This is an optimization exercise on Yosys and OpenROAD, whose aim is small area, not a production implementation. Only simulation tests tie the RTL to the original design; equivalence was not proved. No driver is modelled on the clock port, so clock power and skew are understated where the tree is cut down; a real chip needs a root buffer or a tree. Power is estimated from default activity; no workload was simulated.

==> module stop_watch, before the edit <==
module stop_watch(clk, pause, rst, adj, select, anode, cathode);
    input clk, pause, rst, adj, select;
    output [3:0] anode;
    output [6:0] cathode;
    reg [5:0] p;
    reg h;
    reg [5:0] r;
    reg [2:0] c2;
    reg s2, s1, paused;
    reg [1:0] pend;
    reg mask;
    reg [2:0] st, mt;
    reg [3:0] su, mu;
    wire pw   = ~p[5] & ~p[3] & ~p[1] & ~p[0];    
    wire t400 = pw & ~h;
    wire rw   = r[5] & r[4] & r[0];            
    wire started = ~(r[5] & r[4] & r[2]);     
    wire post = t400 & rw & started;   
    wire [1:0] shown = {r[1] ^ c2[0], r[0]};    
    wire [1:0] idx = shown + 2'd1;              
    wire blink = c2[0] ^ rw;                    
    wire s_top = (st[2] & st[1]) | (st[2] & st[0] & su[3] & su[0]);
    wire m_top = (mt[2] & mt[1]) | (mt[2] & mt[0] & mu[3] & mu[0]);
    wire [3:0] su1 = {(su[3] & ~su[0]) | (su[2] & su[1] & su[0]), su[2] ^ (su[1] & su[0]), ~su[3] & (su[1] ^ su[0]), ~su[0]};
    wire [3:0] mu1 = {(mu[3] & ~mu[0]) | (mu[2] & mu[1] & mu[0]), mu[2] ^ (mu[1] & mu[0]), ~mu[3] & (mu[1] ^ mu[0]), ~mu[0]};
    wire [3:0] su2 = {su[2] & su[1], su[2] ^ su[1], ~su[3] & ~su[1], su[0]};
    wire [3:0] mu2 = {mu[2] & mu[1], mu[2] ^ mu[1], ~mu[3] & ~mu[1], mu[0]};
    wire [2:0] st1 = {st[2] ^ (st[1] & st[0]), st[1] ^ st[0], ~st[0]};
    wire [2:0] mt1 = {mt[2] ^ (mt[1] & mt[0]), mt[1] ^ mt[0], ~mt[0]};
    always @(posedge clk) begin
        if (rst) begin
            p <= 6'd1; h <= 1'b0; r <= 6'd53; c2 <= 3'd7;
            s2 <= 1'b0; paused <= 1'b0;
            st <= 3'd0; su <= 4'd0; mt <= 3'd0; mu <= 4'd0;
        end else begin
            p <= pw ? 6'd1 : {p[4:0], p[5] ^ p[0]};
            if (pw) h <= ~h;
            if (t400) begin
                if (rw) begin r <= 6'd0; c2 <= c2 + 3'd1; end
                else r <= r + 6'd1;
                s2 <= pause;
                if (s2 & ~s1) paused <= ~paused;
            end
            if (post & ~paused) begin
                case (pend)
                2'd1: begin  
                    if (s_top) begin
                        if (m_top) begin st <= 3'd5; su <= 4'd9; mt <= 3'd5; mu <= 4'd9; end
                        else begin
                            st <= 3'd0; su <= 4'd0;
                            mu <= mu1;
                            if (mu[3] & mu[0]) mt <= mt1;
                        end
                    end else begin
                        su <= su1;
                        if (su[3] & su[0]) st <= st1;
                    end
                end
                2'd3: begin  
                    if (s_top) begin st <= 3'd0; su <= 4'd0; end
                    else begin su <= su2; if (su[3]) st <= st1; end
                end
                2'd2: begin  
                    if (m_top) begin mt <= 3'd0; mu <= 4'd0; end
                    else begin mu <= mu2; if (mu[3]) mt <= mt1; end
                end
                default: ;
                endcase
            end
        end
        if (t400) begin s1 <= s2; mask <= adj & ~blink & (select == idx[1]); end
        if (pw) pend <= (adj & c2[1:0] == 2'b01) ? {1'b1, select} :
                        (~adj & c2 == 3'b011) ? 2'd1 : 2'd0;
    end
    reg [3:0] dig;
    always @(*) begin
        case (shown)
        2'd0: dig = {1'b0, mt};
        2'd1: dig = mu;
        2'd2: dig = {1'b0, st};
        default: dig = su;
        endcase
    end
    reg [6:0] seg;
    always @(*) begin
        case (dig)
        4'd0: seg = 7'b1000000;
        4'd1: seg = 7'b1111001;
        4'd2: seg = 7'b0100100;
        4'd3: seg = 7'b0110000;
        4'd4: seg = 7'b0011001;
        4'd5: seg = 7'b0010010;
        4'd6: seg = 7'b0000010;
        4'd7: seg = 7'b1111000;
        4'd8: seg = 7'b0000000;
        4'd9: seg = 7'b0010000;
        default: seg = 7'bxxxxxxx;
        endcase
    end
    assign anode = started ? ~(4'b1000 >> shown) : 4'b1111;
    assign cathode = (mask | ~started) ? 7'b1111111 : seg;
endmodule
clock: 6.0 ns
lec_check: 0
cap_margin: 20
core_margin: 2
core_utilization: 40
slew_margin: 20
standard.sh (not shown) runs the stock make flow with config.mk's settings and CLKGATE_MAP_FILE= SYNTH_SCRIPT=/design/flow/synth_recipe.tcl, a recipe that flattens the netlist after the stock synthesis.
==> flow/flow/run.sh <==
#!/bin/bash
# Own layout flow: the standard synthesis, then the combinational logic between the
# (unchanged) flip-flops is re-optimised for area with ABC, proven equivalent to the standard
# netlist with a SAT miter, and the standard ORFS flow continues from that netlist.
set -euo pipefail
W=$PWD
F=$W/flow
PLAT=${FLOW_PLATFORM:-sky130hd}
TOP=${FLOW_TOP:-stop_watch}
R=$W/orfs/results/$PLAT/stop_watch/base
LIB=$FLOW_HOME/platforms/$PLAT/lib/sky130_fd_sc_hd__tt_025C_1v80.lib

bash standard.sh synth > $W/log_1_standard_synth.log 2>&1

cp $R/1_2_yosys.v $W/std_netlist.v
python3 $F/unmap.py $LIB $W/std_netlist.v $W/std_unmapped.v > $W/log_2_unmap.log 2>&1

DU=$(sed -n '/DONT_USE_CELLS/,/^$/p' $FLOW_HOME/platforms/$PLAT/config.mk | tr -d '\\' \
     | grep -o 'sky130_fd_sc_hd__[a-z0-9_]*' | sed 's/^/-dont_use /' | tr '\n' ' ')
# several deepsyn runs with different seeds, in parallel; the smallest proven one is used
run_reopt() {
  local S=$1
  cat > $W/reopt_$S.ys <<EOT
read_liberty -lib $LIB
read_verilog $W/std_unmapped.v
hierarchy -top $TOP
opt -purge
techmap
opt -fast -purge
abc -liberty $LIB $DU -script +strash;&get,-n;&deepsyn,-J,2000,-T,240,-S,$S;&dch,-f;&nf,-R,1000;&put
opt_clean -purge
hilomap -singleton -hicell sky130_fd_sc_hd__conb_1 HI -locell sky130_fd_sc_hd__conb_1 LO
insbuf -buf sky130_fd_sc_hd__buf_4 A X
splitnets
opt_clean -purge
stat -liberty $LIB
write_verilog -noattr -nohex -nodec $W/reopt_netlist_$S.v
EOT
  yosys -s $W/reopt_$S.ys > $W/log_3_reopt_$S.log 2>&1 || true
}
for S in 1 2 3 4; do run_reopt $S & done
wait
for S in 5 6 7 8; do run_reopt $S & done
wait

python3 $F/cut.py $W/std_unmapped.v $W/cut_gold.v $TOP
ok=0
for S in $(for S in 1 2 3 4 5 6 7 8; do a=$(grep 'Chip area' $W/log_3_reopt_$S.log | awk '{print $NF}' || true); [[ -n "$a" ]] && echo "$a $S"; done | sort -n | awk '{print $2}'); do
  # prove the new logic equal to the standard netlist's, flip-flops cut
  python3 $F/unmap.py $LIB $W/reopt_netlist_$S.v $W/reopt_unmapped_$S.v >> $W/log_2_unmap.log 2>&1
  python3 $F/cut.py $W/reopt_unmapped_$S.v $W/cut_gate_$S.v $TOP
  cat > $W/equiv_$S.ys <<EOT
read_verilog $W/cut_gold.v
rename $TOP gold
read_verilog $W/cut_gate_$S.v
rename $TOP gate
proc
opt_clean
miter -equiv -flatten -make_assert -ignore_gold_x gold gate miter
hierarchy -top miter
sat -verify -prove-asserts miter
EOT
  if yosys -s $W/equiv_$S.ys > $W/log_4_equiv_$S.log 2>&1 && grep -q "SUCCESS" $W/log_4_equiv_$S.log; then
    ok=1; cp $W/reopt_netlist_$S.v $W/reopt_netlist.v
    echo "seed $S chosen" > $W/log_4_equiv.log
    break
  fi
done
if [[ $ok == 1 ]]; then
  echo "using re-optimised netlist" | tee $W/log_5_choice.log
  cp $W/reopt_netlist.v $R/1_2_yosys.v
  rm -f $R/1_synth.odb $R/1_synth.sdc
else
  echo "re-optimisation failed or not proven; using the standard netlist" | tee $W/log_5_choice.log
fi

PORTBUF="BUFFER_PORTS_ARGS=-buffer_cell sky130_fd_sc_hd__buf_1"
bash standard.sh place "$PORTBUF" > $W/log_6_standard_place.log 2>&1

# clock tree: the clock port drives three clock buffers, each driving a cluster of flip-flops
FLOW_HOME=$FLOW_HOME PLAT=$PLAT R=$R CLKPORT=clk CLKBUFS=3 CLKBUF=sky130_fd_sc_hd__clkbuf_8 \
  openroad -no_init -exit $F/mycts.tcl > $W/log_7_cts.log 2>&1
cp $R/4_1_cts.odb $R/4_cts.odb
touch $R/4_cts.sdc

bash standard.sh finish "$PORTBUF" > $W/log_8_standard_finish.log 2>&1
Other scripts of this flow, unchanged in this note and not shown: flow/flow/cut.py, flow/flow/mycts.tcl, flow/flow/unmap.py
The starting point went through all stages and came out clean.
Rerun with:
--- a/flow/design.v
+++ b/flow/design.v
@@ -32,5 +32,5 @@
         if (rst) begin
             p <= 6'd1; h <= 1'b0; r <= 6'd53; c2 <= 3'd7;
-            s2 <= 1'b0; paused <= 1'b0;
+            s2 <= 1'b0; paused <= 1'b0; mask <= 1'b1;
             st <= 3'd0; su <= 4'd0; mt <= 3'd0; mu <= 4'd0;
         end else begin
@@ -42,4 +42,5 @@
                 s2 <= pause;
                 if (s2 & ~s1) paused <= ~paused;
+                mask <= adj & ~blink & (select == idx[1]);
             end
             if (post & ~paused) begin
@@ -70,5 +71,5 @@
             end
         end
-        if (t400) begin s1 <= s2; mask <= adj & ~blink & (select == idx[1]); end
+        if (t400) s1 <= s2;
         if (pw) pend <= (adj & c2[1:0] == 2'b01) ? {1'b1, select} :
                         (~adj & c2 == 3'b011) ? 2'd1 : 2'd0;
@@ -100,4 +101,4 @@
     end
     assign anode = started ? ~(4'b1000 >> shown) : 4'b1111;
-    assign cathode = (mask | ~started) ? 7'b1111111 : seg;
+    assign cathode = mask ? 7'b1111111 : seg;
 endmodule
What happened: Clock power barely changes. Design area falls by 0.71%. Maximum frequency falls by 0.61%. Setup slack loses 0.024 ns. Synthesized area falls by 1.1%. Via count hardly moves. Die area falls by 1.0%. Global-route usage rises by 0.35 points.
In every run of this note, the design's own scripts or RTL, not TritonCTS, make the clock network.

* * *

## run a
RTL: one of the versions met above, not the one the previous note started from.
Size in the first run: ~190 cells after synthesis, roughly 16 I/O pins.
==> module stop_watch, before the edit <==
module stop_watch(clk, pause, rst, adj, select, anode, cathode);
    input clk, pause, rst, adj, select;
    output [3:0] anode;
    output [6:0] cathode;
    reg [5:0] p;
    reg h;
    reg [5:0] r;
    reg [2:0] c2;
    reg s2, s1, paused;
    reg [1:0] pend;
    reg mask;
    reg [2:0] st, mt;
    reg [3:0] su, mu;
    wire pw   = ~p[5] & ~p[3] & ~p[1] & ~p[0];    
    wire t400 = pw & ~h;
    wire rw   = r[5] & r[4] & r[0];            
    wire started = ~(r[5] & r[4] & r[2]);     
    wire post = t400 & rw & started;   
    wire [1:0] shown = {r[1] ^ c2[0], r[0]};    
    wire [1:0] idx = shown + 2'd1;              
    wire blink = c2[0] ^ rw;                    
    wire s_top = (st[2] & st[1]) | (st[2] & st[0] & su[3] & su[0]);
    wire m_top = (mt[2] & mt[1]) | (mt[2] & mt[0] & mu[3] & mu[0]);
    wire [3:0] su1 = {(su[3] & ~su[0]) | (su[2] & su[1] & su[0]), su[2] ^ (su[1] & su[0]), ~su[3] & (su[1] ^ su[0]), ~su[0]};
    wire [3:0] mu1 = {(mu[3] & ~mu[0]) | (mu[2] & mu[1] & mu[0]), mu[2] ^ (mu[1] & mu[0]), ~mu[3] & (mu[1] ^ mu[0]), ~mu[0]};
    wire [3:0] su2 = {su[2] & su[1], su[2] ^ su[1], ~su[3] & ~su[1], su[0]};
    wire [3:0] mu2 = {mu[2] & mu[1], mu[2] ^ mu[1], ~mu[3] & ~mu[1], mu[0]};
    wire [2:0] st1 = {st[2] ^ (st[1] & st[0]), st[1] ^ st[0], ~st[0]};
    wire [2:0] mt1 = {mt[2] ^ (mt[1] & mt[0]), mt[1] ^ mt[0], ~mt[0]};
    always @(posedge clk) begin
        if (rst) begin
            p <= 6'd1; h <= 1'b0; r <= 6'd53; c2 <= 3'd7;
            s2 <= 1'b0; paused <= 1'b0; mask <= 1'b1;
            st <= 3'd0; su <= 4'd0; mt <= 3'd0; mu <= 4'd0;
        end else begin
            p <= pw ? 6'd1 : {p[4:0], p[5] ^ p[0]};
            if (pw) h <= ~h;
            if (t400) begin
                if (rw) begin r <= 6'd0; c2 <= c2 + 3'd1; end
                else r <= r + 6'd1;
                s2 <= pause;
                if (s2 & ~s1) paused <= ~paused;
                mask <= adj & ~blink & (select == idx[1]);
            end
            if (post & ~paused) begin
                case (pend)
                2'd1: begin  
                    if (s_top) begin
                        if (m_top) begin st <= 3'd5; su <= 4'd9; mt <= 3'd5; mu <= 4'd9; end
                        else begin
                            st <= 3'd0; su <= 4'd0;
                            mu <= mu1;
                            if (mu[3] & mu[0]) mt <= mt1;
                        end
                    end else begin
                        su <= su1;
                        if (su[3] & su[0]) st <= st1;
                    end
                end
                2'd3: begin  
                    if (s_top) begin st <= 3'd0; su <= 4'd0; end
                    else begin su <= su2; if (su[3]) st <= st1; end
                end
                2'd2: begin  
                    if (m_top) begin mt <= 3'd0; mu <= 4'd0; end
                    else begin mu <= mu2; if (mu[3]) mt <= mt1; end
                end
                default: ;
                endcase
            end
        end
        if (t400) s1 <= s2;
        if (pw) pend <= (adj & c2[1:0] == 2'b01) ? {1'b1, select} :
                        (~adj & c2 == 3'b011) ? 2'd1 : 2'd0;
    end
    reg [3:0] dig;
    always @(*) begin
        case (shown)
        2'd0: dig = {1'b0, mt};
        2'd1: dig = mu;
        2'd2: dig = {1'b0, st};
        default: dig = su;
        endcase
    end
    reg [6:0] seg;
    always @(*) begin
        case (dig)
        4'd0: seg = 7'b1000000;
        4'd1: seg = 7'b1111001;
        4'd2: seg = 7'b0100100;
        4'd3: seg = 7'b0110000;
        4'd4: seg = 7'b0011001;
        4'd5: seg = 7'b0010010;
        4'd6: seg = 7'b0000010;
        4'd7: seg = 7'b1111000;
        4'd8: seg = 7'b0000000;
        4'd9: seg = 7'b0010000;
        default: seg = 7'bxxxxxxx;
        endcase
    end
    assign anode = started ? ~(4'b1000 >> shown) : 4'b1111;
    assign cathode = mask ? 7'b1111111 : seg;
endmodule
export LEC_CHECK = 0
export CAP_MARGIN = 20
export CORE_MARGIN = 2
export CORE_UTILIZATION = 40
export SLEW_MARGIN = 20
create_clock -name core_clock -period 6.0 [get_ports {clk}]
==> flow/flow/run.sh <==
#!/bin/bash
# Own layout flow: the standard synthesis, then the combinational logic between the
# (unchanged) flip-flops is re-optimised for area with ABC, proven equivalent to the standard
# netlist with a SAT miter, and the standard ORFS flow continues from that netlist.
set -euo pipefail
W=$PWD
F=$W/flow
PLAT=${FLOW_PLATFORM:-sky130hd}
TOP=${FLOW_TOP:-stop_watch}
R=$W/orfs/results/$PLAT/stop_watch/base
LIB=$FLOW_HOME/platforms/$PLAT/lib/sky130_fd_sc_hd__tt_025C_1v80.lib

bash standard.sh synth > $W/log_1_standard_synth.log 2>&1

cp $R/1_2_yosys.v $W/std_netlist.v
python3 $F/unmap.py $LIB $W/std_netlist.v $W/std_unmapped.v > $W/log_2_unmap.log 2>&1

DU=$(sed -n '/DONT_USE_CELLS/,/^$/p' $FLOW_HOME/platforms/$PLAT/config.mk | tr -d '\\' \
     | grep -o 'sky130_fd_sc_hd__[a-z0-9_]*' | sed 's/^/-dont_use /' | tr '\n' ' ')
# several deepsyn runs with different seeds, in parallel; the smallest proven one is used
run_reopt() {
  local S=$1
  cat > $W/reopt_$S.ys <<EOT
read_liberty -lib $LIB
read_verilog $W/std_unmapped.v
hierarchy -top $TOP
opt -purge
techmap
opt -fast -purge
abc -liberty $LIB $DU -script +strash;&get,-n;&deepsyn,-J,2000,-T,240,-S,$S;&dch,-f;&nf,-R,1000;&put
opt_clean -purge
hilomap -singleton -hicell sky130_fd_sc_hd__conb_1 HI -locell sky130_fd_sc_hd__conb_1 LO
insbuf -buf sky130_fd_sc_hd__buf_4 A X
splitnets
opt_clean -purge
stat -liberty $LIB
write_verilog -noattr -nohex -nodec $W/reopt_netlist_$S.v
EOT
  yosys -s $W/reopt_$S.ys > $W/log_3_reopt_$S.log 2>&1 || true
}
for S in 1 2 3 4 5 6 7 8; do run_reopt $S & done
wait
for S in 9 10 11 12 13 14 15 16; do run_reopt $S & done
wait

python3 $F/cut.py $W/std_unmapped.v $W/cut_gold.v $TOP
ok=0
for S in $(for S in $(seq 1 16); do a=$(grep 'Chip area' $W/log_3_reopt_$S.log | awk '{print $NF}' || true); [[ -n "$a" ]] && echo "$a $S"; done | sort -n | awk '{print $2}'); do
  # prove the new logic equal to the standard netlist's, flip-flops cut
  python3 $F/unmap.py $LIB $W/reopt_netlist_$S.v $W/reopt_unmapped_$S.v >> $W/log_2_unmap.log 2>&1
  python3 $F/cut.py $W/reopt_unmapped_$S.v $W/cut_gate_$S.v $TOP
  cat > $W/equiv_$S.ys <<EOT
read_verilog $W/cut_gold.v
rename $TOP gold
read_verilog $W/cut_gate_$S.v
rename $TOP gate
proc
opt_clean
miter -equiv -flatten -make_assert -ignore_gold_x gold gate miter
hierarchy -top miter
sat -verify -prove-asserts miter
EOT
  if yosys -s $W/equiv_$S.ys > $W/log_4_equiv_$S.log 2>&1 && grep -q "SUCCESS" $W/log_4_equiv_$S.log; then
    ok=1; cp $W/reopt_netlist_$S.v $W/reopt_netlist.v
    echo "seed $S chosen" > $W/log_4_equiv.log
    break
  fi
done
if [[ $ok == 1 ]]; then
  echo "using re-optimised netlist" | tee $W/log_5_choice.log
  cp $W/reopt_netlist.v $R/1_2_yosys.v
  rm -f $R/1_synth.odb $R/1_synth.sdc
else
  echo "re-optimisation failed or not proven; using the standard netlist" | tee $W/log_5_choice.log
fi

PORTBUF="BUFFER_PORTS_ARGS=-buffer_cell sky130_fd_sc_hd__buf_1"
bash standard.sh place "$PORTBUF" > $W/log_6_standard_place.log 2>&1

# clock tree: the clock port drives three clock buffers, each driving a cluster of flip-flops
FLOW_HOME=$FLOW_HOME PLAT=$PLAT R=$R CLKPORT=clk CLKBUFS=3 CLKBUF=sky130_fd_sc_hd__clkbuf_8 \
  openroad -no_init -exit $F/mycts.tcl > $W/log_7_cts.log 2>&1
cp $R/4_1_cts.odb $R/4_cts.odb
touch $R/4_cts.sdc

bash standard.sh finish "$PORTBUF" > $W/log_8_standard_finish.log 2>&1
Other scripts of this flow, unchanged in this note and not shown: flow/flow/cut.py, flow/flow/mycts.tcl, flow/flow/unmap.py
### run a -> run b
--- a/flow/design.v
+++ b/flow/design.v
@@ -30,11 +30,10 @@
     wire [2:0] mt1 = {mt[2] ^ (mt[1] & mt[0]), mt[1] ^ mt[0], ~mt[0]};
     always @(posedge clk) begin
         if (rst) begin
             p <= 6'd1; h <= 1'b0; r <= 6'd53; c2 <= 3'd7;
             s2 <= 1'b0; paused <= 1'b0; mask <= 1'b1;
-            st <= 3'd0; su <= 4'd0; mt <= 3'd0; mu <= 4'd0;
         end else begin
             p <= pw ? 6'd1 : {p[4:0], p[5] ^ p[0]};
             if (pw) h <= ~h;
             if (t400) begin
                 if (rw) begin r <= 6'd0; c2 <= c2 + 3'd1; end
@@ -69,10 +68,11 @@
                 default: ;
                 endcase
             end
         end
         if (t400) s1 <= s2;
+        if (~started) begin st <= 3'd0; su <= 4'd0; mt <= 3'd0; mu <= 4'd0; end
         if (pw) pend <= (adj & c2[1:0] == 2'b01) ? {1'b1, select} :
                         (~adj & c2 == 3'b011) ? 2'd1 : 2'd0;
     end
     reg [3:0] dig;
     always @(*) begin
Results
In run b relative to run a, total power of the final layout had gone down slightly. Run b vs run a, instance count: run b higher. [run b vs run a] combinational cell fraction of total power: lower in run b. Compared to run a, run b shows a wider setup margin. The post-synthesis instance area of run a and that of run b are within noise of each other. Worst-case register-to-register setup slack: run b vs run a up 0.19 ns. Diff run a -> run b: post-synthesis to final-layout area growth moved down, number of ordinary inverters in the final layout moved down, final setup skew moved down.
No run of this note takes its clock network from TritonCTS; it comes from the design's own scripts or RTL.

separate check: timing with driven ports:
No port has a modelled driver above. Below, the same layouts with a new extraction and two added sets of constraints. Step 1, drivers: a clkbuf_16 drives clk and a buf_2 each remaining input, both assumed. Step 2 moves the port delays by t, midway between the first and last clock arrival at a register: inputs arrive t later, outputs are due t later. That takes back most of the time a late clock gives input paths. Slacks: ideal / step 1 / step 2; pairs: ideal / step 1.
| run | t, ns | setup slack, ns | worst hold slack (ns) | worst setup path at the end | cell pins on the clock port's net |
|---|---|---|---|---|---|
| the first run of note 1 | 0.186 | 2.055 / 2.055 / 2.055 | 0.428 / 0.428 / 0.428 | register to register | 3 |
| the second run of note 1 | 0.188 | 2.031 / 1.982 / 2.070 | 0.449 / 0.449 / 0.449 | register to register | 3 |
| run a | 0.188 | 2.031 / 1.982 / 2.070 | 0.449 / 0.449 / 0.449 | register to register | 3 |
| run b | 0.183 | 2.145 / 2.098 / 2.258 | 0.436 / 0.436 / 0.436 | register to register | 3 |
After both steps setup and hold are still met in every run listed.
